Source: an optimization exercise on an open RTL-to-GDS flow (aim: small area and a short achievable clock period). Production flows keep margins and buffers that such runs may drop.
Where RTL was checked, it was by simulation tests only, not by an equivalence proof against the original.
No functional check of the RTL was part of runs 1 and 2.
Power figures rest on the tool's default switching activity, not on a simulated workload.

### config.mk
export PLATFORM = sky130hd
export DESIGN_NAME = ipod_player
export DESIGN_NICKNAME = ipod_player
export VERILOG_FILES = /design/flow/design.v
export SDC_FILE = /design/flow/constraint.sdc
export NUM_CORES = 4
export LEC_CHECK = 0
export CAP_MARGIN = 20
export CORE_MARGIN = 2
export CORE_UTILIZATION = 40
export CTS_BUF_LIST = sky130_fd_sc_hd__clkbuf_8
export SETUP_SLACK_MARGIN = 5
export SLEW_MARGIN = 20
### constraint.sdc
create_clock -name core_clock -period 100.0 [get_ports {clk}]
set_input_delay 20.0000 -clock core_clock [delete_from_list [all_inputs] [get_ports {clk}]]
set_output_delay 20.0000 -clock core_clock [all_outputs]
set_load 0.01 [all_outputs]
### flow/run.sh
#!/bin/bash
# The standard layout, with the port buffers made from the smallest
# buffer cell (buf_1), and timing repair aimed at a larger setup margin so
# that it also works on the paths from the inputs and to the outputs.
set -euo pipefail
export BUFFER_PORTS_ARGS="-buffer_cell sky130_fd_sc_hd__buf_1"
bash standard.sh finish SETUP_SLACK_MARGIN=78.8 > standard_flow.log 2>&1
### standard.sh
#!/bin/bash
# synth_recipe.tcl (not shown) runs the flow's synth.tcl, then flattens the netlist and writes it again
# the make line also repeats each setting of config.mk as NAME=value (left out here)
make -C /OpenROAD-flow-scripts/flow DESIGN_CONFIG=/design/flow/config.mk WORK_HOME=/design/flow/orfs CLKGATE_MAP_FILE= SYNTH_SCRIPT=/design/flow/synth_recipe.tcl "${@:-finish}"
### design.v
`default_nettype none
module rate_divider(
    input  logic clk,
    input  logic rst,
    input  logic speed_up,
    input  logic speed_down,
    input  logic speed_reset,
    output logic newclock
);
localparam logic [15:0] SAT = 16'hFFFF;
logic [15:0] mA, mP;
logic [15:0] d;        
logic        hi;       
logic        rc;
logic [15:0] WA, WP;
function automatic logic gt16(input logic [15:0] a, input logic [15:0] c);
    logic g;
    g = 1'b0;
    for (int i = 0; i < 16; i++) g = c[i] ? (a[i] & g) : (a[i] | g);
    gt16 = g;
endfunction
function automatic logic gt17(input logic [16:0] a, input logic [16:0] c);
    logic g;
    g = 1'b0;
    for (int i = 0; i < 17; i++) g = c[i] ? (a[i] & g) : (a[i] | g);
    gt17 = g;
endfunction
logic [15:0] mP_inc, mP_dec;
logic [16:0] ci, cd;
always_comb begin
    ci[0] = 1'b1;
    cd[0] = 1'b1;
    for (int i = 0; i < 16; i++) begin
        mP_inc[i] = mP[i] ^ ci[i];
        mP_dec[i] = mP[i] ^ cd[i];
        ci[i+1] = ci[i] & mP[i];
        cd[i+1] = cd[i] & ~mP[i];
    end
end
logic [15:0] mA_n;
always_comb
    if (speed_reset)     mA_n = 16'd22;
    else if (speed_up)   mA_n = mP_inc;
    else if (speed_down) mA_n = mP_dec;
    else                 mA_n = mP;
wire [15:0] d_hi = hi ? WP : 16'd0;
logic [31:0] e;
logic [32:0] ce;
always_comb begin
    ce[0] = 1'b1;
    for (int i = 0; i < 32; i++) begin
        e[i] = (i < 16 ? d[i % 16] : d_hi[i % 16]) ^ ce[i];
        ce[i+1] = ce[i] & (i < 16 ? d[i % 16] : d_hi[i % 16]);
    end
end
wire dmax = ce[32];
wire ebig = |e[31:16];
wire [15:0] VA_s;
wire        VA_c;
rca #(16) addVA (.a(WA), .b(mA), .ci(1'b0), .s(VA_s), .co(VA_c));
wire [16:0] VA = {VA_c, VA_s};                           
wire        mA_gt25k = gt16(mA, 16'd25000);
wire        mA_gt50k = gt16(mA, 16'd50000);
wire        mP_gt50k = gt16(mP, 16'd50000);
wire        E1 = dmax ? mA_gt25k
                      : (~mA_gt50k & ~ebig & ~gt16(WA, 16'd25000) & gt17(VA, 17'd25000));
wire        E2 = dmax | (~mA_gt50k & (ebig | gt17(VA, 17'd50000)));
wire [15:0] B_s;
wire        B_c;
rca #(16) addB (.a(WP), .b(mP), .ci(1'b0), .s(B_s), .co(B_c));
wire [16:0] B = {B_c, B_s};                              
wire [16:0] Gp_s, Gm_s;
wire        Gp_c, Gm_c;
rca #(17) addGp (.a(B), .b({1'b0, e[15:0]}), .ci(1'b1), .s(Gp_s), .co(Gp_c));   
rca #(17) addGm (.a(B), .b({1'b1, ~e[15:0]}), .ci(1'b0), .s(Gm_s), .co(Gm_c));   
logic [12:0] x;
logic [12:0] cx;
always_comb begin
    cx[0] = 1'b1;
    for (int i = 0; i < 12; i++) begin
        x[i] = e[i] ^ cx[i];
        cx[i+1] = cx[i] & e[i];
    end
    x[12] = cx[12];
end
wire [13:0] x3_s;
wire        x3_c;
rca #(14) add3x (.a({1'b0, x}), .b({x, 1'b0}), .ci(1'b0), .s(x3_s), .co(x3_c));
wire [12:0] x11_s;
wire        x11_c;
rca #(13) add11x (.a({x3_c, x3_s[13:3]}), .b(x), .ci(1'b0), .s(x11_s), .co(x11_c));
wire [16:0] x11 = {x11_c, x11_s, x3_s[2:0]};             
wire [15:0] W_rc  = mA_n[15] ? SAT : {mA_n[14:0], 1'b0};
wire [15:0] W_sr  = ((|e[31:12]) | x11[16] | x11[15]) ? SAT : {x11[14:0], 1'b0};
wire        big   = mP_gt50k | ebig;
wire [15:0] W_up  = (big | Gp_c | Gp_s[16]) ? SAT : Gp_s[15:0];
wire [15:0] W_dn  = (big | Gm_s[16]) ? SAT : Gm_s[15:0];
wire [15:0] W_hd  = (big | B_c) ? SAT : B_s;
wire [15:0] WA_n  = rc ? W_rc
                  : ({16{speed_reset}} & W_sr)
                  | ({16{~speed_reset & speed_up}} & W_up)
                  | ({16{~speed_reset & ~speed_up & speed_down}} & W_dn)
                  | ({16{~speed_reset & ~speed_up & ~speed_down}} & W_hd);
always_ff @(posedge clk, posedge rst)
    if (rst) begin
        mA <= 16'd22;
        mP <= 16'd22;
        d  <= 16'd0;
        hi <= 1'b0;
        rc <= 1'b0;
        newclock <= 1'b0;
        WA <= 16'd22;
        WP <= 16'd22;
    end else begin
        mA <= mA_n;
        mP <= mA;
        d  <= rc ? 16'd1 : e[15:0];
        hi <= ~rc & ebig;
        WA <= WA_n;
        WP <= rc ? (mA[15] ? SAT : {mA[14:0], 1'b0}) : ebig ? e[31:16] : (VA_c ? SAT : VA_s);
        if (E1) begin
            newclock <= 1'b1;
            rc <= 1'b0;
        end else if (E2) begin
            newclock <= 1'b0;
            rc <= 1'b1;
        end else begin
            rc <= 1'b0;
        end
    end
endmodule
module rca #(parameter int N = 8) (
    input  logic [N-1:0] a,
    input  logic [N-1:0] b,
    input  logic         ci,
    output logic [N-1:0] s,
    output logic         co
);
logic [N:0] c;
assign c[0] = ci;
for (genvar i = 0; i < N; i++) begin : g_bit
    assign s[i]   = a[i] ^ b[i] ^ c[i];
    assign c[i+1] = (a[i] & b[i]) | (c[i] & (a[i] ^ b[i]));
end
assign co = c[N];
endmodule
module address_gen(
    input  logic        clk,
    input  logic        rst,
    input  logic        en,
    input  logic [7:0]  kbd,
    output logic        idle,
    output logic [22:0] addr
);
localparam logic [1:0] idleFW = 2'b00, idleBW = 2'b01, FW = 2'b10, BW = 2'b11;
logic [1:0]  state;
logic [22:0] nextaddr;
wire D = (kbd == 8'h44) | (kbd == 8'h64);
wire E = (kbd == 8'h45) | (kbd == 8'h65);
wire B = (kbd == 8'h42) | (kbd == 8'h62);
wire F = (kbd == 8'h46) | (kbd == 8'h66);
wire R = (kbd == 8'h52) | (kbd == 8'h72);
wire wrapF = addr == 23'h7ffff;
wire wrapB = addr == 23'd0;
assign idle = state[1];
wire s_iF = state == idleFW;
wire s_iB = state == idleBW;
wire s_F  = state == FW;
wire s_B  = state == BW;
wire sel_up   = (s_iF & E) | (s_iB & B) | (s_F & ~wrapF & ~R & ~B & ~D)
              | (s_B & ~wrapB & ~R & F);
wire sel_dn   = (s_F & ~wrapF & ~R & B) | (s_B & ~wrapB & ~R & ~F & ~D);
wire sel_top  = s_B & (wrapB | R);
wire sel_hold = ((s_iF | s_iB) & ~R & ~sel_up)
              | ((s_F | s_B) & ~(s_F ? wrapF : wrapB) & ~R & D);
logic [1:0] state_n;
always_comb begin
    state_n = state;
    case (state)
    idleFW: if (~R & B) state_n = idleBW;
            else if (~R & E) state_n = FW;
    idleBW: if (~R & F) state_n = idleFW;
            else if (~R & B) state_n = BW;
    FW:     if (~wrapF & ~R & B) state_n = BW;
            else if (~wrapF & ~R & D) state_n = idleFW;
    default: if (~wrapB & ~R & F) state_n = FW;
            else if (~wrapB & ~R & D) state_n = idleBW;
    endcase
end
logic [22:0] flip_up, flip_dn;
always_comb begin
    flip_up[0] = 1'b1;
    flip_dn[0] = 1'b1;
    for (int i = 1; i < 23; i++) begin
        flip_up[i] = flip_up[i-1] & addr[i-1];
        flip_dn[i] = flip_dn[i-1] & ~addr[i-1];
    end
end
wire [22:0] next_n = ({23{sel_up}}   & (addr ^ flip_up))
                   | ({23{sel_dn}}   & (addr ^ flip_dn))
                   | ({23{sel_hold}} & addr)
                   | ({23{sel_top}}  & 23'h7ffff);
always_ff @(posedge clk, posedge rst)
    if (rst) begin
        state    <= idleFW;
        nextaddr <= 23'd0;
        addr     <= 23'd0;
    end else if (en) begin
        addr     <= nextaddr;
        nextaddr <= next_n;
        state    <= state_n;
    end
endmodule
module flash_fsm(
    input  logic        clk,
    input  logic        rst,
    input  logic        direction,
    input  logic [31:0] readdata,
    input  logic        readdatavalid,
    input  logic        idle,
    input  logic        newclock1,
    output logic [15:0] audiodata,
    output logic        flash_read,
    output logic [3:0]  flash_byteenable
);
localparam logic [2:0] START = 3'b110, READ = 3'b111, WAITREAD = 3'b100,
                       PLAY1 = 3'b000, PLAY2 = 3'b001;
logic [2:0] state;
always_ff @(posedge clk, posedge rst)
    if (rst) begin
        state     <= START;
        audiodata <= 16'b0;
    end else
        case (state)
        START:    if (idle) state <= READ;
        READ:     state <= WAITREAD;
        WAITREAD: if (readdatavalid) state <= PLAY1;
        PLAY1: begin
            audiodata <= direction ? readdata[31:16] : readdata[15:0];
            if (newclock1) state <= direction ? START : PLAY2;
        end
        PLAY2: begin
            audiodata <= direction ? readdata[15:0] : readdata[31:16];
            if (newclock1) state <= START;
        end
        default:  state <= START;
        endcase
assign flash_read       = state[2];
assign flash_byteenable = {4{state[1]}};
endmodule
`default_nettype wire
`default_nettype none
module ipod_player(
    input  logic        clk,
    input  logic        reset,
    input  logic [7:0]  kbd_ascii,
    input  logic        speed_up,
    input  logic        speed_down,
    input  logic        speed_reset,
    input  logic        direction,
    input  logic [31:0] flash_readdata,
    input  logic        flash_readdatavalid,
    output logic        flash_read,
    output logic [3:0]  flash_byteenable,
    output logic [22:0] flash_address,
    output logic [15:0] audio_data,
    output logic        sample_clk
);
logic newclock1;      
logic newclock1_q;    
logic edgeclock1;     
logic idle;
rate_divider div1 (
    .clk(clk), .rst(reset),
    .speed_up(speed_up), .speed_down(speed_down), .speed_reset(speed_reset),
    .newclock(newclock1)
);
always_ff @(posedge clk, posedge reset)
    if (reset) begin
        newclock1_q <= 1'b0;
        edgeclock1  <= 1'b0;
    end else begin
        newclock1_q <= newclock1;
        edgeclock1  <= newclock1_q;
    end
address_gen addressset (
    .clk(clk), .rst(reset),
    .en(newclock1 & ~newclock1_q),
    .kbd(kbd_ascii),
    .idle(idle),
    .addr(flash_address)
);
flash_fsm flash (
    .clk(clk), .rst(reset),
    .direction(direction),
    .readdata(flash_readdata),
    .readdatavalid(flash_readdatavalid),
    .idle(idle),
    .newclock1(edgeclock1),
    .audiodata(audio_data),
    .flash_read(flash_read),
    .flash_byteenable(flash_byteenable)
);
assign sample_clk = newclock1;
endmodule
`default_nettype wire
==> run summary, run 1 <==
Placement
The port buffer count is 90. Prior to clock tree synthesis, the placed netlist has a worst setup slack of 77.43 ns. The congestion estimate from routability-driven global placement came to 0.878. Once detailed placement completed, the half-perimeter wirelength came to 18900 um.

Worst hold path
The launch point of the worst hold path is div1.mA[4]. The endpoint with the worst hold slack is div1.mP[4]. The count of cells along the worst hold path is 0. The min-delay analysis places its worst path in the category reg2reg.

STA
Derived from the worst setup path, the maximum achievable clock frequency is approximately 46 MHz. The part of the cycle the worst path needs is 21.5%. Setup violations remaining at the end of the flow were counted as 0. The final setup slack of the worst path is between 70 and 80 ns. Headroom to the max-slew limit came out at roughly 30%.

The number of slew-limit violations in the final report was 0. The worst slack on hold paths is 0.398 ns. Across the routed clock network, the largest skew measured is about 0.021 ns.

The worst path needs around 22 ns of the cycle, external delays included. Setup repair after global routing could not meet its margin everywhere. The count of endpoints failing hold in the final timing report is 0.

The final sum of negative setup slack is 0 ns. At the pin with the least slew margin, the transition time is ~1.1 ns.

Synthesis
The commonest cells after synthesis are 146 x inv_1, 138 x dfrtp_1, 129 x ha_1. The prevailing post-synth register cell is dfrtp_1. The area of the mapped netlist is ~11000 sq um. The most common cell in the synthesized netlist is inv_1. When the netlist entered floorplanning its net count stood at 1416. The share of async-settable or async-resettable flops after synthesis is 100%.

The number of synthesized register bits is about 150. Sorting the synthesized cells by area gives the leading types as dfrtp_1 31%, ha_1 14%, fa_1 14%. The number of instances in the synthesized netlist is between 1000 and 1500. Each instance of the synthesized netlist takes up on average slightly below 10 sq um. The biggest area contributor in the post-synthesis netlist is dfrtp_1. The share of Yosys cell area claimed by the top area cell type is a little under a third. Yosys printed 5 warnings.

After synthesis, flip-flops and latches occupy around a third of the total area. The synthesized netlist contains 66 unique library cells. The number of enable-type register cells in the synthesized netlist is 0.

Critical path
Along the worst path, the maximum fanout reaches 6. The worst setup slack for register-to-register paths is between 90 and 100 ns. Counting cells, the worst reg-to-reg path comes to 27. The endpoint of the lowest-slack register-to-register path is div1.WA[5]. The class of the most critical setup path is in2reg.

The worst setup path is launched from a primary input. The data arrival time of the worst path is ~22 ns. The worst reg2reg path startpoint is div1.WP[0]. STA puts the critical path data required time at between 100 and 150 ns. The worst setup path is captured at a register.

Pwr
Combinational logic burns between 50% and 60% of the power. The internal power is ~210 uW. The leakage power of the design is between 0.006 and 0.007 uW. The largest voltage drop on the vdd net is between 0.02 and 0.03 mV. Per report_power, the clock group accounts for between 10% and 20% of the total.

Power spread over the standard cell area amounts to between 20 and 30 nW/um^2. In this run switching power makes up roughly 45% of total power. The sequential fraction of design power is approximately 27%.

In this run the power spent charging and discharging nets is around 170 uW.

Final layout
The filler cell count in the final layout is 2635. The share of layout cells above drive strength 1 is between 10% and 20%. Compared with the post-synthesis result, the final layout area differs by 14.6%. For this run, the post-layout net count is around 1500. 0 antenna diodes ended up in the layout.

Global routing
For this run, the total global-route usage over all layers was measured as between 10% and 20%. The overflow left after global routing is 0. The maximum number of pins on one net before global-route repair is 74. The first-pass GRT wire length is approximately 43000 um. The initial antenna violation count is 0. The number of global-route vias before repair came to around 8600.

Floorplan
In this run the count of I/O pins placed on the die edge is 92. The horizontal die dimension is ~170 um. The overall die height is approximately 170 um. Once the floorplan was initialized, standard cells occupied between 40% and 50% of the core. The die area is between 20000 and 30000 sq um. The area of the core region is between 20000 and 30000 sq um. The number of standard-cell rows in the floorplan is 61.

Route
After detailed routing, the average wire length per cell comes to between 15 and 20 um. After detailed routing, the number of remaining DRC violations is 0. The post-route antenna net violation count is 0.

For this block, the routed nets add up to approximately 26000 um of wire. The via density per instance is about 5.2. In this run, the number of DRC markers left after iteration 0 of detailed routing was about 520. The iteration count of the initial detailed-routing pass is 5.

For this block, the via count after detailed routing is between 8000 and 9000.

Status
The flow ran to the end and the layout has no timing, DRC or antenna violations.

Clock network
The deepest clock path buffer count is 2. TritonCTS built the clock tree. The total number of H-tree levels is 4. Clock latency on the worst-skew pair, taken at its later pin, is 0.47 ns.

The tree is rooted in a clkbuf_8. After clock tree synthesis, the flow added hold-fix buffers numbering 0. The number of clock buffers added by TritonCTS is 17. After clock tree synthesis, the clock-pin slew on the worst setup and hold paths is 0.10 ns. The number of sinks handled by clock tree synthesis is around 150.

Flow run
The number of max-capacitance violations reported is 0.
-- stage by stage --
stage | cell area [sq um] | instances | total power [uW] | utilization, %
after floorplan | 11300 | 1160 | 266 | -
after global placement | 11900 | 1583 | 312 | 43.1
after detailed placement | 11900 | 1583 | 319 | 43.1
after CTS | 12700 | 1634 | 381 | 45.7
after global routing | 12800 | 1639 | 427 | 46.3
final | 12800 | 1639 | 381 | 46.3
-- what timing repair did --
action | 4_1_cts | 5_1_grt
buffers inserted | 16 | 4
setup endpoints to repair | 44 | 48
pin swaps | 19 | 16
gates resized for setup | 37 | 24
cloned | 3 | 1
-- worst max-delay path by stage --
stage | from | to | slack [ns]
after floorplan | reset | addressset.addr[0] | 78.09
final | kbd_ascii[7] | addressset.nextaddr[5] | 78.49
after global placement | kbd_ascii[4] | addressset.nextaddr[22] | 77.48
after global routing | kbd_ascii[7] | addressset.nextaddr[4] | 78.43
after detailed placement | kbd_ascii[4] | addressset.nextaddr[22] | 77.43
after CTS | kbd_ascii[7] | addressset.nextaddr[12] | 78.52
-- cell type report --
cell class / instances / area [sq um] / share of cell area (%)
Sequential cell: 152 / 3820 / 29.8
Multi-Input combinational cell: 811 / 6860 / 53.4
Tap cell: 378 / 473 / 3.68
Clock inverter: 15 / 181 / 1.41
Timing Repair Buffer: 120 / 713 / 5.56
Inverter: 146 / 552 / 4.30
Clock buffer: 17 / 234 / 1.82
-- placed cells by master (no fill, tap or decap), types with 6 or more instances in the layout --
cell type and instances:
nor2_1 117, nand4_1 8, inv_1 145, nand2b_1 6, fa_1 80, a21oi_2 9, a21oi_1 66, a31oi_1 29
a21o_1 15, and2_1 19, nand2_1 77, dfstp_2 14, nor2b_1 18, mux2i_1 18, buf_6 9, a211oi_1 17
nor4_1 7, buf_4 20, dfrtp_1 135, nor3_1 10, inv_6 6, o21ai_0 66, ha_1 129, nand2_2 7
o22ai_1 12, o32a_1 7, clkbuf_8 17, buf_1 81
-- worst max-delay path: stages --
cell and delay (ns):
buf_8 0.09, or4b_4 0.56, nor2_4 0.15, buf_4 0.14, nand2_4 0.08, o31ai_4 0.35
buf_6 0.17, buf_16 0.11, nand2_1 0.06, a31oi_1 0.17
-- layer usage --
| layer | up-vias | global-route usage [%] | wire length, um | share of wire (%) |
|---|---|---|---|---|
| met3 | 32 | 3.41 | 1220 | 4.7 |
| met4 | 0 | 5.71 | 430 | 1.7 |
| met1 | 4091 | 25.1 | 12400 | 48 |
| li1 | 4130 | - | - | - |
| met5 | - | 0 | 0 | 0 |
| met2 | 218 | 29.7 | 11700 | 45 |
-- state kept, by name, summed over array words and instances (netlist names) --
signal / flops
div1.WP: 16
edgeclock1: 1
div1.mP: 16
addressset.addr: 23
div1.WA: 16
div1.rc: 1
div1.hi: 1
flash.audiodata: 16
flash.state: 3
newclock1_q: 1
addressset.state: 2
addressset.nextaddr: 23
div1.mA: 16
div1.d: 16
div1.newclock: 1
-- cell families after synthesis --
kind of cell               Yosys count  synth area share (%)
AOI/OAI and AO/OA                  266                  14.7
xor gates and xnor gates             8                 0.625
adders and majority gates          209                  28.7
buffers and inverters              199                  6.97
DFF                                152                  34.1
muxes                               23                  2.11
and+or+nand+nor                    303                  12.7
-- power groups by stage --
stage / clock network [uW] / registers, uW / logic [uW]
floorplan: 0 / 104 / 162
global placement: 0 / 104 / 207
detailed placement: 0 / 106 / 214
CTS: 52.2 / 104 / 225
global route: 54.7 / 107 / 264
finish: 50.6 / 104 / 226
==> inputs of run 2 (changes only) <==
==> flow/run.sh (replaced) <==
#!/bin/bash
# The standard layout, with the port buffers made from the smallest
# buffer cell (buf_1) instead of the one buffer_ports picks by itself.
set -euo pipefail
export BUFFER_PORTS_ARGS="-buffer_cell sky130_fd_sc_hd__buf_1"
bash standard.sh finish > standard_flow.log 2>&1
==> run 2 against run 1 <==
  * Highest routed layer unchanged
  * Count of clock-buffer cells in the layout grew 2
  * Sequential power is essentially flat
  * Synthesized cell count is the same
  * Critical path type unchanged
  * Die area is the same
  * Final area shrank 4.3%
  * Critical path depth shrank 3
  * Routed wire length shrank 4.2%
  * Flip-flop and latch count is the same
  * Sequential share of layout area grew 1.3 points
  * Final cell count shrank 1.5%
==> run summary, run 2 <==
Status
Outcome: no timing/DRC/antenna violations (unchanged).

Final layout
The share of layout cells above drive strength 1 is 5.58% (was 11.3%). The count of antenna diodes in the layout is 0 (unchanged). Commonest non-fill, non-tap cells in the layout: 148 x inv_1, 138 x dfrtp_1, 129 x ha_1 (was 145 x inv_1, 135 x dfrtp_1, 129 x ha_1). Registers with the highest flip-flop counts: addressset.addr: 23 flops, addressset.nextaddr: 23 flops (unchanged).

The area growth from synthesis to layout came to 9.66% (was 14.6%). The commonest non-fill, non-tap cell in the layout is inv_1 (unchanged). The post-route standard cell area excluding fillers was 12300 sq um (was 12800 sq um). The final net count was 1480 (was 1504). The filler cell count in the final layout is 2683 (was 2635).

Pwr
The relative contribution of combinational cells to total power came to 57.5% (was 59.3%). The sequential fraction of design power came to 28.8% (was 27.4%). The proportion of total power due to net switching came to 44.2% (was 44.8%). The largest voltage drop on the vdd net came to 0.0167 mV (was 0.0259 mV).

The part of the total power dissipated in the clock network is 13.6% (was 13.3%). The internal power is 203 uW (was 210 uW). The leakage power of the design is 0.00591 uW (was 0.00614 uW).

The switching power total is 161 uW (was 170 uW). The total power density per cell area is 29.7 nW/um^2 (about the same).

Critical path
The class of the most critical setup path is in2reg (unchanged). The kind of start point of the critical path is a primary input (unchanged). The data arrival time of the worst path is 22.56 ns (was 21.90 ns).

The required time of the critical path was 100.36 ns (was 100.39 ns). The number of cells on the worst reg-to-reg path was 27 (unchanged). The top fanout value on the critical path is 24 (was 6). The kind of end point of the critical path is a register (unchanged).

Synthesis
The post-synthesis average cell area is 9.66 sq um (unchanged). Commonest cells in the synthesized netlist: 146 x inv_1, 138 x dfrtp_1, 129 x ha_1 (unchanged). The most frequent cell after synthesis is inv_1 (unchanged).

The number of synthesized register bits was 152 (unchanged). The area of the mapped netlist is 11200 sq um (unchanged). Most area-consuming cells after synthesis: dfrtp_1 31%, ha_1 14%, fa_1 14% (unchanged). The number of warnings issued by yosys is 5 (unchanged).

The leading area contributor after synthesis is dfrtp_1 (unchanged). The number of enable-type register cells in the synthesized netlist is 0 (unchanged). The unique cell type count in the Yosys netlist was 66 (unchanged).

The synthesized netlist net count is 1416 (unchanged). The fraction of the yosys area taken by sequential cells was 34.1% (unchanged). The number of instances in the synthesized netlist was 1160 (unchanged). The share of async-settable or async-resettable flops after synthesis is 100% (unchanged). The prevailing post-synth register cell was dfrtp_1 (unchanged). The share of Yosys cell area claimed by the top area cell type is 30.8% (unchanged).

Floorplan
The overall die height is 171 um (unchanged). The effective utilization at floorplan is 40.4% (unchanged). The area of the core region came to 27700 sq um (unchanged). The number of top-level design ports came to 92 (unchanged). The horizontal die dimension came to 171 um (unchanged). The die area is 29400 sq um (unchanged). The number of standard-cell rows in the floorplan is 61 (unchanged).

STA
Unrepaired setup endpoints after global routing: false (was true). The count of endpoints failing hold in the final timing report is 0 (unchanged). The final setup skew came to 0.0137 ns (was 0.0212 ns). The final sum of negative setup slack was 0 ns (unchanged). The worst slack on hold paths came to 0.397 ns (was 0.398 ns). The worst slew slack as a fraction of its limit came to 27.2% (was 29.1%).

The minimum period implied by the final worst setup slack is 22.20 ns (was 21.51 ns). The total setup violations reported at the end of the flow was 0 (unchanged). The part of the cycle the worst path needs was 22.2% (was 21.5%).

The transition time at the pin with the least slew margin is 1.09 ns (was 1.06 ns). The number of slew-limit violations in the final report is 0 (unchanged). The highest attainable clock frequency was 45.0 MHz (was 46.5 MHz).

Global routing
The first-pass GRT wire length is 41700 um (was 42500 um). The number of global-route vias before repair is 8362 (was 8573). The initial antenna violation count is 0 (unchanged). The overall routing resource usage is 17.9% (was 18.4%).

The routing usage on met2 is 28.6% (was 29.7%). The overflow left after global routing is 0 (unchanged). The most crowded layer after global routing is met2 (unchanged). The maximum number of pins on one net before global-route repair was 80 (was 74). The met3 track utilization from global routing came to 2.55% (was 3.41%). The met1 track demand over resource in global routing came to 25.6% (was 25.1%).

Placement
The half-perimeter wire length after placement was 18800 um (was 18900 um). The final weighted congestion of routability-driven global placement is 0.864 (was 0.878). The cell area after placement is 11900 sq um (about the same). The port buffer count is 90 (unchanged).

Clock network
The hold buffer count at CTS came to 0 (unchanged). The source-to-sink clock delay at the later pin of the worst-skew pair came to 0.46 ns (was 0.47 ns). The cell at the root of the clock tree was clkbuf_8 (unchanged). The number of sinks handled by clock tree synthesis is 152 (unchanged). The post-CTS setup buffer count is 0 (was 16). The clock-pin slew on the worst setup and hold paths is 0.09 ns (was 0.10 ns). The total number of H-tree levels is 4 (unchanged). The clock tree from TritonCTS is built (unchanged).

The deepest clock path buffer count is 2 (unchanged). The number of clock buffers inserted by TritonCTS is 17 (unchanged). The number of gates resized after cts is 0 (was 37).

Route
The iteration count of the initial detailed-routing pass came to 5 (unchanged). The final routed DRC violation total came to 0 (unchanged). The routed wirelength normalized by instance count was 15.3 um (was 15.7 um). The total via count after detailed routing is 8300 (was 8471). The sum of routed wire length over all layers came to 24700 um (was 25800 um).

The via density per instance was 5.14 (was 5.17). The post-route antenna net violation count is 0 (unchanged). The initial DRC count was 428 (was 524).

Worst hold path
The count of cells along the worst hold path was 0 (unchanged). The type of the worst min-delay path is reg2reg (unchanged).

Flow run
The number of max-capacitance violations reported was 0 (unchanged).
-- run 2: changes by cell type in the layout (fill, tap and decap cells not counted), moves of 4 or more --
cell,previous run,this run
a21oi_2,9,1
a221oi_2,4,0
a21oi_1,66,75
nand2_1,77,86
buf_1,81,90
nand2_2,7,0
buf_4,20,7
a221oi_1,1,5
buf_6,9,1
inv_6,6,2
-- run 2: cells by family after synthesis --
family / Yosys count / share of synthesized area [%]
compound gates: 266 / 14.7
xor+xnor: 8 / 0.625
fa+ha+maj: 209 / 28.7
buf+inv: 199 / 6.97
flops: 152 / 34.1
mux: 23 / 2.11
simple gates: 303 / 12.7
-- run 2: per-stage QoR --
step	utilization [%]	worst slack, ns	power [uW]	cells
CTS	44.3	77.79	368	1615
finish	44.3	77.80	364	1615
detailed placement	42.8	77.31	317	1583
floorplan	-	75.93	264	1160
global route	44.3	77.51	411	1615
global placement	42.8	77.38	312	1583
-- run 2: final timing paths --
check,from,endpoint,slack [ns]
min in group asynchronous,reset,div1.newclock,19.66
worst min-delay path,div1.mA[4],div1.mP[4],0.40
worst max register to register,div1.WP[0],div1.WA[9],90.43
worst max-delay path,kbd_ascii[4],addressset.nextaddr[22],77.80
worst min register to register,div1.mA[4],div1.mP[4],0.40
max in group asynchronous,reset,addressset.nextaddr[12],79.19
-- run 2: per-layer routing --
metal,vias up,routed length (um)
met5,-,0
met4,0,289
met3,21,995
met2,209,11100
met1,4003,12300
li1,4067,-
-- run 2: critical path, cell delays in order --
cell and delay, ns:
buf_1 0.09, nor4b_1 0.66, nand4_1 0.19, a21oi_1 0.27, a311o_1 0.88, a22oi_1 0.22
o311ai_1 0.26
-- run 2: layout make-up --
cell class / count / area (sq um) / area share (%)
clock inverter: 13 / 155 / 1.26
sequential: 152 / 3820 / 31.1
inverter: 146 / 553 / 4.50
multi-input combinational: 809 / 6620 / 53.9
tap: 378 / 473 / 3.85
clock buffer: 19 / 262 / 2.13
timing repair buffer: 98 / 402 / 3.27
-- run 2: power by group through the flow --
stage / combinational [uW] / sequential [uW] / clock (uW)
after floorplan: 160 / 103 / 0
after global placement: 206 / 105 / 0
after detailed placement: 210 / 106 / 0
after CTS: 212 / 105 / 51.1
after global routing: 249 / 108 / 53.8
final: 210 / 105 / 49.7
==> inputs of run 3 (changes only) <==
--- a/design.v
+++ b/design.v
@@ -10,6 +10,5 @@
 localparam logic [15:0] SAT = 16'hFFFF;
 logic [15:0] mA, mP;
-logic [15:0] d;        
-logic        hi;       
+logic [31:0] d;
 logic        rc;
 logic [15:0] WA, WP;
@@ -44,5 +43,4 @@
     else if (speed_down) mA_n = mP_dec;
     else                 mA_n = mP;
-wire [15:0] d_hi = hi ? WP : 16'd0;
 logic [31:0] e;
 logic [32:0] ce;
@@ -50,6 +48,6 @@
     ce[0] = 1'b1;
     for (int i = 0; i < 32; i++) begin
-        e[i] = (i < 16 ? d[i % 16] : d_hi[i % 16]) ^ ce[i];
-        ce[i+1] = ce[i] & (i < 16 ? d[i % 16] : d_hi[i % 16]);
+        e[i] = d[i] ^ ce[i];
+        ce[i+1] = ce[i] & d[i];
     end
 end
@@ -106,6 +104,5 @@
         mA <= 16'd22;
         mP <= 16'd22;
-        d  <= 16'd0;
-        hi <= 1'b0;
+        d  <= 32'd0;
         rc <= 1'b0;
         newclock <= 1'b0;
@@ -115,8 +112,7 @@
         mA <= mA_n;
         mP <= mA;
-        d  <= rc ? 16'd1 : e[15:0];
-        hi <= ~rc & ebig;
+        d  <= rc ? 32'd1 : e;
         WA <= WA_n;
-        WP <= rc ? (mA[15] ? SAT : {mA[14:0], 1'b0}) : ebig ? e[31:16] : (VA_c ? SAT : VA_s);
+        WP <= rc ? (mA[15] ? SAT : {mA[14:0], 1'b0}) : (VA_c ? SAT : VA_s);
         if (E1) begin
             newclock <= 1'b1;
==> run 3 against run 2 <==
  * Largest power group unchanged
  * Critical path type unchanged
  * Fmax shrank 0.45%
  * Global-route usage shrank 0.46 points
  * Non-clock buffer count is the same
  * Final cell count shrank 2.1%
  * Synthesized cell count shrank 2.9%
  * Worst setup slack lost 0.10 ns
  * Utilization grew 0.51 points
  * Still clean
  * Register-to-register slack lost 0.62 ns
  * Clock power is essentially flat
==> run summary, run 3 <==
Synthesis
The number of warnings issued by yosys is 5 (unchanged). The unique cell type count in the Yosys netlist is 63 (was 66). The share of Yosys cell area claimed by the top area cell type is 33.5% (was 30.8%). The synthesized netlist net count is 1382 (was 1416). The simple-gate area share of the yosys netlist is 11.3% (was 12.7%). The most frequent cell after synthesis was dfrtp_1 (was inv_1).

Most area-consuming cells after synthesis: dfrtp_1 33%, ha_1 14%, fa_1 14% (was dfrtp_1 31%, ha_1 14%, fa_1 14%). The post-synthesis average cell area was 10.2 sq um (was 9.66 sq um). The number of instances in the synthesized netlist is 1126 (was 1160). The xor and xnor area share after synthesis is 0.613% (was 0.625%). The complex-gate fraction of the synthesized area is 14.3% (was 14.7%). The fraction of the mapped netlist area in adder cells is 28.1% (was 28.7%). Commonest cells in the synthesized netlist: 153 x dfrtp_1, 149 x inv_1, 129 x ha_1 (was 146 x inv_1, 138 x dfrtp_1, 129 x ha_1).

The area of the mapped netlist is 11400 sq um (was 11200 sq um). The portion of netlist area occupied by mux cells is 2.17% (was 2.11%). The dominant combinational cell family by area after synthesis is adder cells (unchanged). The leading area contributor after synthesis is dfrtp_1 (unchanged). The share of async-settable or async-resettable flops after synthesis is 100% (unchanged).

The number of synthesized register bits is 167 (was 152). The number of enable-type register cells in the synthesized netlist is 0 (unchanged). The prevailing post-synth register cell is dfrtp_1 (unchanged). The fraction of the yosys area taken by sequential cells is 36.7% (was 34.1%).

Route
The routed wirelength normalized by instance count was 15.4 um (was 15.3 um). The sum of routed wire length over all layers is 24400 um (was 24700 um). The final routed DRC violation total was 0 (unchanged). The post-route antenna net violation count was 0 (unchanged). The total via count after detailed routing is 8076 (was 8300). The via density per instance is 5.11 (was 5.14). The initial DRC count is 484 (was 428).

The iteration count of the initial detailed-routing pass is 5 (unchanged).

Critical path
The kind of start point of the critical path is a primary input (unchanged). The origin of the worst setup path is kbd_ascii[3] (was kbd_ascii[4]). The worst reg2reg path startpoint is div1.mP[1] (was div1.WP[0]). The required time of the critical path is 100.40 ns (was 100.36 ns). The kind of end point of the critical path is a register (unchanged).

The data arrival time of the worst path was 22.70 ns (was 22.56 ns). The top fanout value on the critical path came to 24 (unchanged). The class of the most critical setup path was in2reg (unchanged).

Global routing
The first-pass GRT wire length is 42300 um (was 41700 um). The most crowded layer after global routing is met2 (unchanged). The met3 track utilization from global routing is 3.03% (was 2.55%).

The maximum number of pins on one net before global-route repair is 95 (was 80). The overall routing resource usage is 17.4% (was 17.9%). The met1 track demand over resource in global routing is 24.1% (was 25.6%).

The routing usage on met2 came to 28.5% (was 28.6%). The initial antenna violation count was 0 (unchanged). The number of global-route vias before repair is 8314 (was 8362). The overflow left after global routing is 0 (unchanged).

Clock network
The number of clock buffers inserted by TritonCTS was 17 (unchanged). The post-CTS setup buffer count is 0 (unchanged). The deepest clock path buffer count was 2 (unchanged). The source-to-sink clock delay at the later pin of the worst-skew pair was 0.49 ns (was 0.46 ns). The total number of H-tree levels came to 4 (unchanged). The number of sinks handled by clock tree synthesis is 167 (was 152). The number of gates resized after cts came to 0 (unchanged). The hold buffer count at CTS was 0 (unchanged). The cell at the root of the clock tree is clkbuf_8 (unchanged). The clock-pin slew on the worst setup and hold paths is 0.11 ns (was 0.09 ns).

The clock tree from TritonCTS is built (unchanged).

Status
Outcome: no timing/DRC/antenna violations (unchanged).

Pwr
The largest voltage drop on the vdd net is 0.0168 mV (was 0.0167 mV). The total power density per cell area is 29.7 nW/um^2 (about the same). The leakage power of the design is 0.00603 uW (was 0.00591 uW).

Placement
The half-perimeter wire length after placement was 18000 um (was 18800 um). The final weighted congestion of routability-driven global placement is 0.812 (was 0.864). The post-placement cell count is 1549 (was 1583). The port buffer count is 90 (unchanged).

Final layout
The number of flip-flops under the largest register name is 32. The number of standard cells in the layout, taps in and fillers out was 1581 (was 1615). The final net count was 1446 (was 1480). The register with the most flip-flops in the final layout is div1.d. The commonest non-fill, non-tap cell in the layout is dfrtp_1 (was inv_1). The area growth from synthesis to layout came to 9.54% (was 9.66%). Commonest non-fill, non-tap cells in the layout: 153 x dfrtp_1, 148 x inv_1, 129 x ha_1 (was 148 x inv_1, 138 x dfrtp_1, 129 x ha_1). The count of antenna diodes in the layout is 0 (unchanged).

The filler cell count in the final layout was 2674 (was 2683). Registers with the highest flip-flop counts: div1.d: 32 flops, addressset.addr: 23 flops, addressset.nextaddr: 23 flops (was addressset.addr: 23 flops, addressset.nextaddr: 23 flops). The share of layout cells above drive strength 1 is 6.32% (was 5.58%).

STA
The highest attainable clock frequency came to 44.8 MHz (was 45.0 MHz). The transition time at the pin with the least slew margin is 1.05 ns (was 1.09 ns). The worst slew slack as a fraction of its limit is 29.8% (was 27.2%). The final setup skew is 0.0241 ns (was 0.0137 ns).

The number of slew-limit violations in the final report is 0 (unchanged). The count of endpoints failing hold in the final timing report is 0 (unchanged). The total setup violations reported at the end of the flow came to 0 (unchanged). The part of the cycle the worst path needs is 22.3% (was 22.2%). The minimum period implied by the final worst setup slack is 22.30 ns (was 22.20 ns). The final sum of negative setup slack was 0 ns (unchanged).

Unrepaired setup endpoints after global routing: false (unchanged).

Floorplan
The die area is 30000 sq um (was 29400 sq um). The overall die height is 173 um (was 171 um). The number of standard-cell rows in the floorplan is 61 (unchanged). The horizontal die dimension is 173 um (was 171 um). The number of top-level design ports is 92 (unchanged). The effective utilization at floorplan came to 40.9% (was 40.4%). The area of the core region came to 27900 sq um (was 27700 sq um).

Worst hold path
The type of the worst min-delay path is reg2reg (unchanged). The launch point of the worst hold path is div1.mA[4] (unchanged).

Flow run
The number of max-capacitance violations reported is 0 (unchanged).
-- run 3: cell count changes after synthesis, moves of 8 or more --
cell      change
o32a_1        +8
a221o_1      +11
o21a_1       +18
a31oi_1      -10
o21ai_0      -13
nor2_1       -40
and2_1       -18
nor2b_1      +16
nand2_1      +14
a211oi_1      -8
a21oi_1      -11
o22ai_1       -9
dfrtp_1      +15
-- run 3: per-layer routing --
layer	up-vias	wire length, um	share of wire [%]
met5	-	0	0
li1	3945	-	-
met3	27	910	3.7
met4	0	283	1.2
met1	3940	11900	49
met2	164	11300	46
-- run 3: layout make-up --
type	instances	area [sq um]	area share (%)
clock buffers	17	234	1.87
clock inverters	15	171	1.37
inverters	149	564	4.50
multi-input cells	757	6490	51.8
flip-flops and latches	167	4200	33.5
well taps	378	473	3.78
repair buffers	98	398	3.18
-- run 3: path summary, 6_finish.rpt --
check | cells past startpoint | slack [ns] | end
worst min register to register | 0 | 0.39 | div1.mP[4]
worst max-delay path | 8 | 77.70 | addressset.nextaddr[22]
min in group asynchronous | 2 | 19.68 | flash.audiodata[13]
worst min-delay path | 0 | 0.39 | div1.mP[4]
max in group asynchronous | 3 | 78.83 | div1.d[30]
worst max register to register | 24 | 89.81 | div1.WA[15]
-- run 3: metrics by stage --
step	utilization [%]	total power (uW)	instance area [sq um]	hold slack (ns)	setup WS (ns)
final	44.8	373	12500	0.388	77.70
after global routing	44.8	417	12500	0.407	77.54
after CTS	44.8	375	12500	0.387	77.74
after detailed placement	43.3	323	12100	0.382	77.24
after global placement	43.3	316	12100	0.384	77.25
after floorplan	-	270	11400	0.366	75.50
-- run 3: worst max-delay path: stages --
cell and delay [ns]:
buf_1 0.09, nor4b_2 0.56, nand3_1 0.21, a211oi_2 0.39
a311o_1 0.88, nor2b_1 0.25, nor4b_2 0.06, o31ai_1 0.25
-- run 3: cell families after synthesis --
family                   after synthesis
AND/OR/NAND/NOR                      268
AO/OA/AOI/OAI                        248
adder cells (fa/ha/maj)              209
buffers and inverters                202
flip-flops                           167
multiplexers                          24
XOR/XNOR                               8
-- run 3: power breakdown --
group,switching [uW],total [uW],internal (uW),leakage [uW]
combinational,117,212,95.6,0.00374
clock,30.8,50.0,19.2,0.000205
sequential,18.2,110,92.0,0.00208
total,166,373,207,0.00603
==> inputs of run 4 (changes only) <==
--- a/design.v
+++ b/design.v
@@ -10,5 +10,6 @@
 localparam logic [15:0] SAT = 16'hFFFF;
 logic [15:0] mA, mP;
-logic [31:0] d;
+logic [15:0] el;       
+logic        hi;       
 logic        rc;
 logic [15:0] WA, WP;
@@ -43,15 +44,18 @@
     else if (speed_down) mA_n = mP_dec;
     else                 mA_n = mP;
-logic [31:0] e;
-logic [32:0] ce;
+wire [15:0] e_hi = hi ? WP : 16'd0;
+wire [31:0] e    = {e_hi, el};
+logic [31:0] x;
+logic [32:0] cx;
 always_comb begin
-    ce[0] = 1'b1;
+    cx[0] = 1'b1;
     for (int i = 0; i < 32; i++) begin
-        e[i] = d[i] ^ ce[i];
-        ce[i+1] = ce[i] & d[i];
+        x[i] = e[i] ^ cx[i];
+        cx[i+1] = cx[i] & e[i];
     end
 end
-wire dmax = ce[32];
-wire ebig = |e[31:16];
+wire dmax  = ~hi & ~(|el);
+wire ebig  = hi;
+wire xbig  = |x[31:16];    
 wire [15:0] VA_s;
 wire        VA_c;
@@ -72,23 +76,13 @@
 rca #(17) addGp (.a(B), .b({1'b0, e[15:0]}), .ci(1'b1), .s(Gp_s), .co(Gp_c));   
 rca #(17) addGm (.a(B), .b({1'b1, ~e[15:0]}), .ci(1'b0), .s(Gm_s), .co(Gm_c));   
-logic [12:0] x;
-logic [12:0] cx;
-always_comb begin
-    cx[0] = 1'b1;
-    for (int i = 0; i < 12; i++) begin
-        x[i] = e[i] ^ cx[i];
-        cx[i+1] = cx[i] & e[i];
-    end
-    x[12] = cx[12];
-end
 wire [13:0] x3_s;
 wire        x3_c;
-rca #(14) add3x (.a({1'b0, x}), .b({x, 1'b0}), .ci(1'b0), .s(x3_s), .co(x3_c));
+rca #(14) add3x (.a({1'b0, x[12:0]}), .b({x[12:0], 1'b0}), .ci(1'b0), .s(x3_s), .co(x3_c));
 wire [12:0] x11_s;
 wire        x11_c;
-rca #(13) add11x (.a({x3_c, x3_s[13:3]}), .b(x), .ci(1'b0), .s(x11_s), .co(x11_c));
+rca #(13) add11x (.a({1'b0, x3_c, x3_s[13:3]}), .b(x[12:0]), .ci(1'b0), .s(x11_s), .co(x11_c));
 wire [16:0] x11 = {x11_c, x11_s, x3_s[2:0]};             
 wire [15:0] W_rc  = mA_n[15] ? SAT : {mA_n[14:0], 1'b0};
-wire [15:0] W_sr  = ((|e[31:12]) | x11[16] | x11[15]) ? SAT : {x11[14:0], 1'b0};
+wire [15:0] W_sr  = ((|x[31:12]) | x11[16] | x11[15]) ? SAT : {x11[14:0], 1'b0};
 wire        big   = mP_gt50k | ebig;
 wire [15:0] W_up  = (big | Gp_c | Gp_s[16]) ? SAT : Gp_s[15:0];
@@ -104,5 +98,6 @@
         mA <= 16'd22;
         mP <= 16'd22;
-        d  <= 32'd0;
+        el <= 16'd1;
+        hi <= 1'b0;
         rc <= 1'b0;
         newclock <= 1'b0;
@@ -112,7 +107,8 @@
         mA <= mA_n;
         mP <= mA;
-        d  <= rc ? 32'd1 : e;
+        el <= rc ? 16'd2 : x[15:0];
+        hi <= ~rc & xbig;
         WA <= WA_n;
-        WP <= rc ? (mA[15] ? SAT : {mA[14:0], 1'b0}) : (VA_c ? SAT : VA_s);
+        WP <= rc ? (mA[15] ? SAT : {mA[14:0], 1'b0}) : xbig ? x[31:16] : (VA_c ? SAT : VA_s);
         if (E1) begin
             newclock <= 1'b1;
--- a/config.mk
+++ b/config.mk
@@ -9,5 +9,7 @@
 export CORE_MARGIN = 2
 export CORE_UTILIZATION = 40
-export CTS_BUF_LIST = sky130_fd_sc_hd__clkbuf_8
+export CTS_BUF_LIST = sky130_fd_sc_hd__clkbuf_16
+export CTS_CLUSTER_DIAMETER = 100
+export CTS_CLUSTER_SIZE = 40
 export SETUP_SLACK_MARGIN = 5
 export SLEW_MARGIN = 20
==> run 4 against run 3 <==
  * Clock skew shrank 0.011 ns
  * Final area decreased by 1.4%
  * Final cell count increased by 0.25%
  * Critical endpoint is now addressset.nextaddr[19]
  * Largest cell class unchanged
  * First-iteration DRC count fell by 17%
  * Combinational power down 13%
==> run summary, run 4 <==
Synthesis
The area of the mapped netlist was 11100 sq um (was 11400 sq um). The unique cell type count in the Yosys netlist is 69 (was 63). The prevailing post-synth register cell was dfrtp_1 (unchanged).

The number of enable-type register cells in the synthesized netlist is 0 (unchanged). Commonest cells in the synthesized netlist: 152 x inv_1, 137 x dfrtp_1, 129 x nor2_1 (was 153 x dfrtp_1, 149 x inv_1, 129 x ha_1). The xor and xnor area share after synthesis came to 0.788% (was 0.613%). The number of instances in the synthesized netlist is 1127 (was 1126). The post-synthesis average cell area is 9.86 sq um (was 10.2 sq um).

The portion of netlist area occupied by mux cells is 2.64% (was 2.17%). The number of warnings issued by yosys is 4 (was 5). The number of synthesized register bits is 152 (was 167).

Most area-consuming cells after synthesis: dfrtp_1 31%, fa_1 14%, ha_1 13% (was dfrtp_1 33%, ha_1 14%, fa_1 14%). The leading area contributor after synthesis is dfrtp_1 (unchanged). The complex-gate fraction of the synthesized area is 15.5% (was 14.3%). The share of Yosys cell area claimed by the top area cell type is 30.9% (was 33.5%). The share of async-settable or async-resettable flops after synthesis is 100% (unchanged). The synthesized netlist net count is 1372 (was 1382). The most frequent cell after synthesis is inv_1 (was dfrtp_1).

The dominant combinational cell family by area after synthesis is adder cells (unchanged). The simple-gate area share of the yosys netlist was 11.7% (was 11.3%). The fraction of the mapped netlist area in adder cells is 27.7% (was 28.1%). The fraction of the yosys area taken by sequential cells is 34.4% (was 36.7%).

STA
The final setup skew is 0.0133 ns (was 0.0241 ns). The minimum period implied by the final worst setup slack came to 21.89 ns (was 22.30 ns). Unrepaired setup endpoints after global routing: false (unchanged). The number of slew-limit violations in the final report is 0 (unchanged).

The worst slew slack as a fraction of its limit came to 30.6% (was 29.8%). The count of endpoints failing hold in the final timing report was 0 (unchanged). The total setup violations reported at the end of the flow is 0 (unchanged). The final sum of negative setup slack is 0 ns (unchanged). The highest attainable clock frequency is 45.7 MHz (was 44.8 MHz). The final setup slack of the worst path came to 78.11 ns (was 77.70 ns). The part of the cycle the worst path needs is 21.9% (was 22.3%).

The worst slack on hold paths is 0.396 ns (was 0.388 ns). The transition time at the pin with the least slew margin is 1.04 ns (was 1.05 ns).

Floorplan
The number of standard-cell rows in the floorplan came to 61 (unchanged). The horizontal die dimension is 171 um (was 173 um). The overall die height was 171 um (was 173 um). The die area was 29100 sq um (was 30000 sq um). The number of top-level design ports is 92 (unchanged). The effective utilization at floorplan is 40.3% (was 40.9%). The area of the core region is 27600 sq um (was 27900 sq um).

Route
The post-route antenna net violation count is 0 (unchanged). The iteration count of the initial detailed-routing pass was 5 (unchanged). The topmost layer with routed signal wires is met4 (unchanged).

The met2 routed wirelength was 11100 um (was 11300 um). The via density per instance was 5.11 (about the same). The initial DRC count came to 401 (was 484).

The sum of met3 wire segment lengths after detailed routing is 878 um (was 910 um). The routed wirelength normalized by instance count is 15.7 um (was 15.4 um). The final routed DRC violation total is 0 (unchanged). The met1 wire length is 12200 um (was 11900 um).

The sum of routed wire length over all layers came to 24800 um (was 24400 um). The total via count after detailed routing was 8096 (was 8076).

Placement
The half-perimeter wire length after placement is 18700 um (was 18000 um). The port buffer count came to 90 (unchanged). The final weighted congestion of routability-driven global placement is 0.832 (was 0.812). The setup slack after placement is 77.73 ns (was 77.24 ns). The cell area after placement was 11800 sq um (was 12100 sq um).

Clock network
The total number of H-tree levels is 4 (unchanged). The hold buffer count at CTS is 0 (unchanged). The cell at the root of the clock tree is clkbuf_16 (was clkbuf_8). The number of sinks handled by clock tree synthesis is 152 (was 167).

The clock tree from TritonCTS is built (unchanged). The source-to-sink clock delay at the later pin of the worst-skew pair is 0.44 ns (was 0.49 ns). The post-CTS setup buffer count was 0 (unchanged). The number of clock buffers inserted by TritonCTS is 17 (unchanged). The deepest clock path buffer count came to 2 (unchanged).

The number of gates resized after cts is 0 (unchanged). The clock-pin slew on the worst setup and hold paths is 0.07 ns (was 0.11 ns).

Final layout
The commonest non-fill, non-tap cell in the layout is inv_1 (was dfrtp_1). Registers with the highest flip-flop counts: addressset.addr: 23 flops, addressset.nextaddr: 23 flops (was div1.d: 32 flops, addressset.addr: 23 flops, addressset.nextaddr: 23 flops). The post-route standard cell area excluding fillers is 12400 sq um (was 12500 sq um). The fraction of the core area covered by cells at the end of the flow is 44.8% (about the same). The final net count is 1439 (was 1446).

The share of layout cells above drive strength 1 is 8.53% (was 6.32%). The count of antenna diodes in the layout was 0 (unchanged). The area growth from synthesis to layout is 11.2% (was 9.54%). Commonest non-fill, non-tap cells in the layout: 151 x inv_1, 137 x dfrtp_1, 129 x nor2_1 (was 153 x dfrtp_1, 148 x inv_1, 129 x ha_1).

Worst hold path
The type of the worst min-delay path is reg2reg (unchanged). The count of cells along the worst hold path is 0 (unchanged).

Global routing
The maximum number of pins on one net before global-route repair came to 84 (was 95). The number of global-route vias before repair is 8033 (was 8314). The first-pass GRT wire length came to 41000 um (was 42300 um). The initial antenna violation count was 0 (unchanged). The overall routing resource usage was 18.0% (was 17.4%).

The overflow left after global routing is 0 (unchanged).

Critical path
The required time of the critical path came to 100.36 ns (was 100.40 ns). The number of cells on the worst reg-to-reg path was 24 (unchanged). The library cell contributing the largest single delay on the critical path is a21bo_2 (was a311o_1). The kind of end point of the critical path was a register (unchanged). The biggest cell delay along the critical path is 0.71 ns (was 0.88 ns). The cell repeated most along the worst path is nor2_1 (was nor4b_2). The class of the most critical setup path is in2reg (unchanged). The top fanout value on the critical path came to 23 (was 24). The total buffers and inverters traversed by the critical path is 1 (unchanged).

The instance count on the critical path is 8 (unchanged). The kind of start point of the critical path is a primary input (unchanged). Ordered list of cells on the worst path: buf_1 -> nor4b_2 -> nand3b_1 -> nor2_1 -> o21ai_1 -> a21bo_2 -> a221oi_1 -> nor2_1 (was buf_1 -> nor4b_2 -> nand3_1 -> a211oi_2 -> a311o_1 -> nor2b_1 -> nor4b_2 -> o31ai_1). The worst setup slack for register-to-register paths is 90.56 ns (was 89.81 ns). The data arrival time of the worst path is 22.25 ns (was 22.70 ns). The gate family responsible for the most delay along the worst path is simple AND/OR/NAND/NOR gates (was compound AO/OA/AOI/OAI gates).

Pwr
The largest voltage drop on the vdd net is 0.0125 mV (was 0.0168 mV). The total power density per cell area is 28.6 nW/um^2 (was 29.7 nW/um^2). The leakage power of the design came to 0.00581 uW (was 0.00603 uW).

Flow run
The number of max-capacitance violations reported came to 0 (unchanged).

Status
Outcome: no timing/DRC/antenna violations (unchanged).
[run 4: changes by cell type after synthesis, sizes merged, moves of 16 or more]
cell,change
a221oi,+16
o21ai,+18
nor2b,-27
nor2,+51
nand2,-38
o21a,-17
dfrtp,-16
[run 4: cells by family (layout without fill, tap and decap cells)]
family	Yosys count	count (layout)
simple gates	278	278
compound gates	255	255
buf+inv	206	286
fa+ha+maj	198	198
flops	152	152
mux	28	28
xor+xnor	10	10
[run 4: worst paths after layout]
path | startpoint | end
setup / recovery | kbd_ascii[3] | addressset.nextaddr[19]
hold / removal | div1.mA[1] | div1.mP[1]
setup reg to reg | div1.mP[1] | div1.WA[6]
hold reg to reg | div1.mA[1] | div1.mP[1]
max in group asynchronous | reset | div1.WA[5]
min in group asynchronous | reset | addressset.addr[3]
[run 4: metal layers]
layer | GRT usage [%] | vias to the layer above
met5 | 0 | -
met4 | 6.28 | 0
met3 | 3.26 | 35
met2 | 28.4 | 166
met1 | 24.8 | 3903
li1 | - | 3992
[run 4: power by group]
| group | internal, uW | switching, uW | total (uW) | leakage (uW) |
|---|---|---|---|---|
| Combinational | 76.3 | 109 | 185 | 0.00367 |
| Sequential | 86.5 | 20.8 | 107 | 0.00188 |
| Clock | 32.2 | 28.4 | 60.6 | 0.000259 |
[run 4: cell type report]
class | count | area [sq um]
sequential | 152 | 3820
fill | 2634 | 15200
clock inverter | 15 | 119
timing repair buffer | 101 | 424
inverter | 153 | 579
tap | 378 | 473
clock buffer | 17 | 425
multi-input combinational | 769 | 6510
[run 4: through the flow]
step,cells,power (uW)
CTS,1585,357
detailed placement,1553,294
global route,1585,393
global placement,1553,290
floorplan,1127,246
finish,1585,353
==> inputs of run 5 (changes only) <==
--- a/config.mk
+++ b/config.mk
@@ -9,7 +9,5 @@
 export CORE_MARGIN = 2
 export CORE_UTILIZATION = 40
-export CTS_BUF_LIST = sky130_fd_sc_hd__clkbuf_16
-export CTS_CLUSTER_DIAMETER = 100
-export CTS_CLUSTER_SIZE = 40
+export CTS_BUF_LIST = sky130_fd_sc_hd__clkbuf_8
 export SETUP_SLACK_MARGIN = 5
 export SLEW_MARGIN = 20
==> run 5 against run 4 <==
  * Combinational power hardly changed
  * Synthesized cell count stayed put
  * Sequential share of layout area is 0.44 points higher
  * Power is 4.5% lower
  * Clock power is 25% lower
  * Fmax is 0.19% higher
  * Sequential power hardly changed
  * Critical path depth stayed put
  * Final area is 1.4% lower
  * Highest routed layer unchanged
==> run summary, run 5 <==
Status
Outcome: no timing/DRC/antenna violations (unchanged).

Placement
The post-placement cell count is 1553 (unchanged). The port buffer count is 90 (unchanged). The half-perimeter wire length after placement is 18700 um (unchanged). The final weighted congestion of routability-driven global placement is 0.832 (unchanged).

STA
The count of endpoints failing hold in the final timing report came to 0 (unchanged). The worst slack on hold paths is 0.400 ns (was 0.396 ns). Unrepaired setup endpoints after global routing: false (unchanged). The minimum period implied by the final worst setup slack is 21.85 ns (was 21.89 ns). The worst slew slack as a fraction of its limit is 30.6% (about the same). The final sum of negative setup slack is 0 ns (unchanged). The part of the cycle the worst path needs is 21.9% (about the same). The total setup violations reported at the end of the flow is 0 (unchanged).

The final setup skew came to 0.0197 ns (was 0.0133 ns). The highest attainable clock frequency is 45.8 MHz (was 45.7 MHz). The number of slew-limit violations in the final report was 0 (unchanged). The transition time at the pin with the least slew margin is 1.04 ns (about the same).

Floorplan
The effective utilization at floorplan is 40.3% (unchanged). The area of the core region is 27600 sq um (unchanged). The overall die height is 171 um (unchanged). The number of top-level design ports came to 92 (unchanged). The number of standard-cell rows in the floorplan is 61 (unchanged). The horizontal die dimension is 171 um (unchanged). The die area was 29100 sq um (unchanged).

Global routing
The overflow left after global routing was 0 (unchanged). The initial antenna violation count is 0 (unchanged). The overall routing resource usage is 17.8% (was 18.0%).

The first-pass GRT wire length is 40900 um (was 41000 um). The number of global-route vias before repair is 8041 (was 8033). The maximum number of pins on one net before global-route repair is 84 (unchanged).

Critical path
The worst reg2reg path startpoint is div1.mP[0] (was div1.mP[1]). The endpoint of the lowest-slack register-to-register path is div1.WA[15] (was div1.WA[6]). The data arrival time of the worst path is 22.23 ns (was 22.25 ns).

The cell repeated most along the worst path is nor2_1 (unchanged). Ordered list of cells on the worst path: buf_1 -> nor4b_2 -> nand3b_1 -> nor2_1 -> o21ai_1 -> a21bo_2 -> a221oi_1 -> nor2_1 (unchanged). The kind of end point of the critical path is a register (unchanged). The worst setup slack for register-to-register paths came to 90.61 ns (was 90.56 ns).

The library cell contributing the largest single delay on the critical path is a21bo_2 (unchanged). The top fanout value on the critical path was 23 (unchanged). The biggest cell delay along the critical path is 0.71 ns (about the same). The required time of the critical path came to 100.38 ns (was 100.36 ns). The kind of start point of the critical path is a primary input (unchanged). The worst setup path endpoint is addressset.nextaddr[19] (unchanged). The number of cells on the worst reg-to-reg path is 25 (was 24). The origin of the worst setup path is kbd_ascii[3] (unchanged). The class of the most critical setup path is in2reg (unchanged).

Final layout
The area growth from synthesis to layout is 9.64% (was 11.2%). The filler cell count in the final layout is 2666 (was 2634). The final net count is 1439 (unchanged). The share of layout cells above drive strength 1 is 8.70% (was 8.53%). The number of standard cells in the layout, taps in and fillers out is 1585 (unchanged). The fraction of the core area covered by cells at the end of the flow came to 44.2% (was 44.8%).

The count of antenna diodes in the layout is 0 (unchanged). Commonest non-fill, non-tap cells in the layout: 151 x inv_1, 137 x dfrtp_1, 129 x nor2_1 (unchanged). Registers with the highest flip-flop counts: addressset.addr: 23 flops, addressset.nextaddr: 23 flops (unchanged). The commonest non-fill, non-tap cell in the layout was inv_1 (unchanged).

Synthesis
The fraction of the yosys area taken by sequential cells was 34.4% (unchanged). The unique cell type count in the Yosys netlist is 69 (unchanged). The area of the mapped netlist came to 11100 sq um (unchanged). Most area-consuming cells after synthesis: dfrtp_1 31%, fa_1 14%, ha_1 13% (unchanged). The number of synthesized register bits is 152 (unchanged). The leading area contributor after synthesis is dfrtp_1 (unchanged). The post-synthesis average cell area is 9.86 sq um (unchanged). The synthesized netlist net count is 1372 (unchanged). The most frequent cell after synthesis is inv_1 (unchanged). The share of async-settable or async-resettable flops after synthesis came to 100% (unchanged).

The number of instances in the synthesized netlist was 1127 (unchanged). The share of Yosys cell area claimed by the top area cell type came to 30.9% (unchanged). The prevailing post-synth register cell was dfrtp_1 (unchanged). The number of enable-type register cells in the synthesized netlist is 0 (unchanged). Commonest cells in the synthesized netlist: 152 x inv_1, 137 x dfrtp_1, 129 x nor2_1 (unchanged).

The number of warnings issued by yosys is 4 (unchanged).

Pwr
The largest voltage drop on the vdd net was 0.0110 mV (was 0.0125 mV). The total power density per cell area is 27.7 nW/um^2 (was 28.6 nW/um^2). The total design power is 337 uW (was 353 uW).

The leakage power of the design came to 0.00573 uW (was 0.00581 uW).

Route
The total via count after detailed routing is 8076 (was 8096). The initial DRC count came to 399 (was 401). The routed wirelength normalized by instance count is 15.5 um (was 15.7 um).

The post-route antenna net violation count is 0 (unchanged). The final routed DRC violation total is 0 (unchanged). The sum of routed wire length over all layers is 24600 um (was 24800 um).

The iteration count of the initial detailed-routing pass is 5 (unchanged). The via density per instance is 5.10 (was 5.11).

Clock network
The number of sinks handled by clock tree synthesis is 152 (unchanged). The clock tree from TritonCTS is built (unchanged). The source-to-sink clock delay at the later pin of the worst-skew pair is 0.46 ns (was 0.44 ns).

The number of gates resized after cts is 0 (unchanged). The deepest clock path buffer count came to 2 (unchanged). The hold buffer count at CTS is 0 (unchanged). The clock-pin slew on the worst setup and hold paths is 0.09 ns (was 0.07 ns). The cell at the root of the clock tree is clkbuf_8 (was clkbuf_16). The number of clock buffers inserted by TritonCTS is 17 (unchanged). The post-CTS setup buffer count is 0 (unchanged). The total number of H-tree levels is 4 (unchanged).

Worst hold path
The type of the worst min-delay path is reg2reg (unchanged).

Flow run
The number of max-capacitance violations reported came to 0 (unchanged).
## run 5: worst min path at each step
stage,start,cells after the start,slack (ns),end
6_report,div1.mA[4],0,0.40,div1.mP[4]
5_1_grt,div1.mA[1],0,0.41,div1.mP[1]
4_1_cts,div1.mA[1],0,0.40,div1.mP[1]
3_5_place_dp,div1.mA[1],0,0.39,div1.mP[1]
3_3_place_gp,div1.mA[1],0,0.39,div1.mP[1]
2_1_floorplan,newclock1_q,0,0.37,edgeclock1
## run 5: metrics by stage
stage / cell area, sq um / setup slack, ns
after floorplan: 11100 / 75.93
after global placement: 11800 / 77.72
after detailed placement: 11800 / 77.73
after CTS: 12200 / 78.22
after global routing: 12200 / 78.00
final: 12200 / 78.15
## run 5: kinds of logic (layout without fill, tap and decap cells)
group           Yosys count  after routing  share of synthesized area [%]
fa+ha+maj               198            198                           27.7
compound gates          255            255                           15.5
xor+xnor                 10             10                          0.788
flops                   152            152                           34.4
mux                      28             28                           2.64
buf+inv                 206            286                           7.26
simple gates            278            278                           11.7
## run 5: final cells by class
type | count | area, sq um | area share (%)
multi-input cells | 769 | 6510 | 53.4
flip-flops and latches | 152 | 3820 | 31.4
inverters | 153 | 579 | 4.76
well taps | 378 | 473 | 3.88
repair buffers | 101 | 424 | 3.48
clock buffers | 19 | 262 | 2.15
clock inverters | 13 | 111 | 0.914
## run 5: layer usage
| layer | global-route usage (%) | routed length [um] |
|---|---|---|
| met1 | 24.8 | 12000 |
| met2 | 28.4 | 11100 |
| met3 | 3.05 | 977 |
| met4 | 5.61 | 540 |
| met5 | 0 | 0 |
## run 5: power breakdown
part	internal [uW]	switching (uW)
combinational	76.3	108
sequential	86.4	20.8
clock	19.1	26.3
## run 5: worst max-delay path, delay by kind of cell
kind	cells	cell delay [ns]
compound gates	3	1.01
simple gates	4	1.12
buf+inv	1	0.09

[port drivers added, routing unchanged]
Ports are ideal in the flow. The routed layouts listed here were re-timed in OpenROAD.
Step 1 (the two cells are an assumption about what drives the block):
set clk [get_ports {clk}]
set_driving_cell -lib_cell sky130_fd_sc_hd__clkbuf_16 $clk
set_driving_cell -lib_cell sky130_fd_sc_hd__buf_2 [delete_from_list [all_inputs] $clk]
Step 2 moves the port delays by t, midway between the first and last clock arrival at a register: inputs arrive t later, outputs are due t later. That takes back most of the time a late clock gives input paths.
Slacks: no drivers / after step 1 / after step 2; pairs: no drivers / after step 1.
| run | t (ns) | setup slack, ns | slew at the worst register clock pin (ns) | cell pins on the clock port's net |
|---|---|---|---|---|
| run 1 | 0.501 | 78.486 / 78.488 / 77.987 | 0.11 / 0.11 | 1 |
| run 2 | 0.498 | 77.800 / 77.821 / 77.323 | 0.09 / 0.09 | 1 |
| run 3 | 0.518 | 77.699 / 77.721 / 77.203 | 0.12 / 0.12 | 1 |
| run 4 | 0.479 | 78.109 / 78.137 / 77.658 | 0.07 / 0.07 | 1 |
| run 5 | 0.496 | 78.150 / 78.171 / 77.674 | 0.10 / 0.10 | 1 |
After both steps every run listed still meets setup and hold. The setup slack of run 1, which loses most, moves by +0.002 ns with the drivers and by -0.499 ns with both steps.
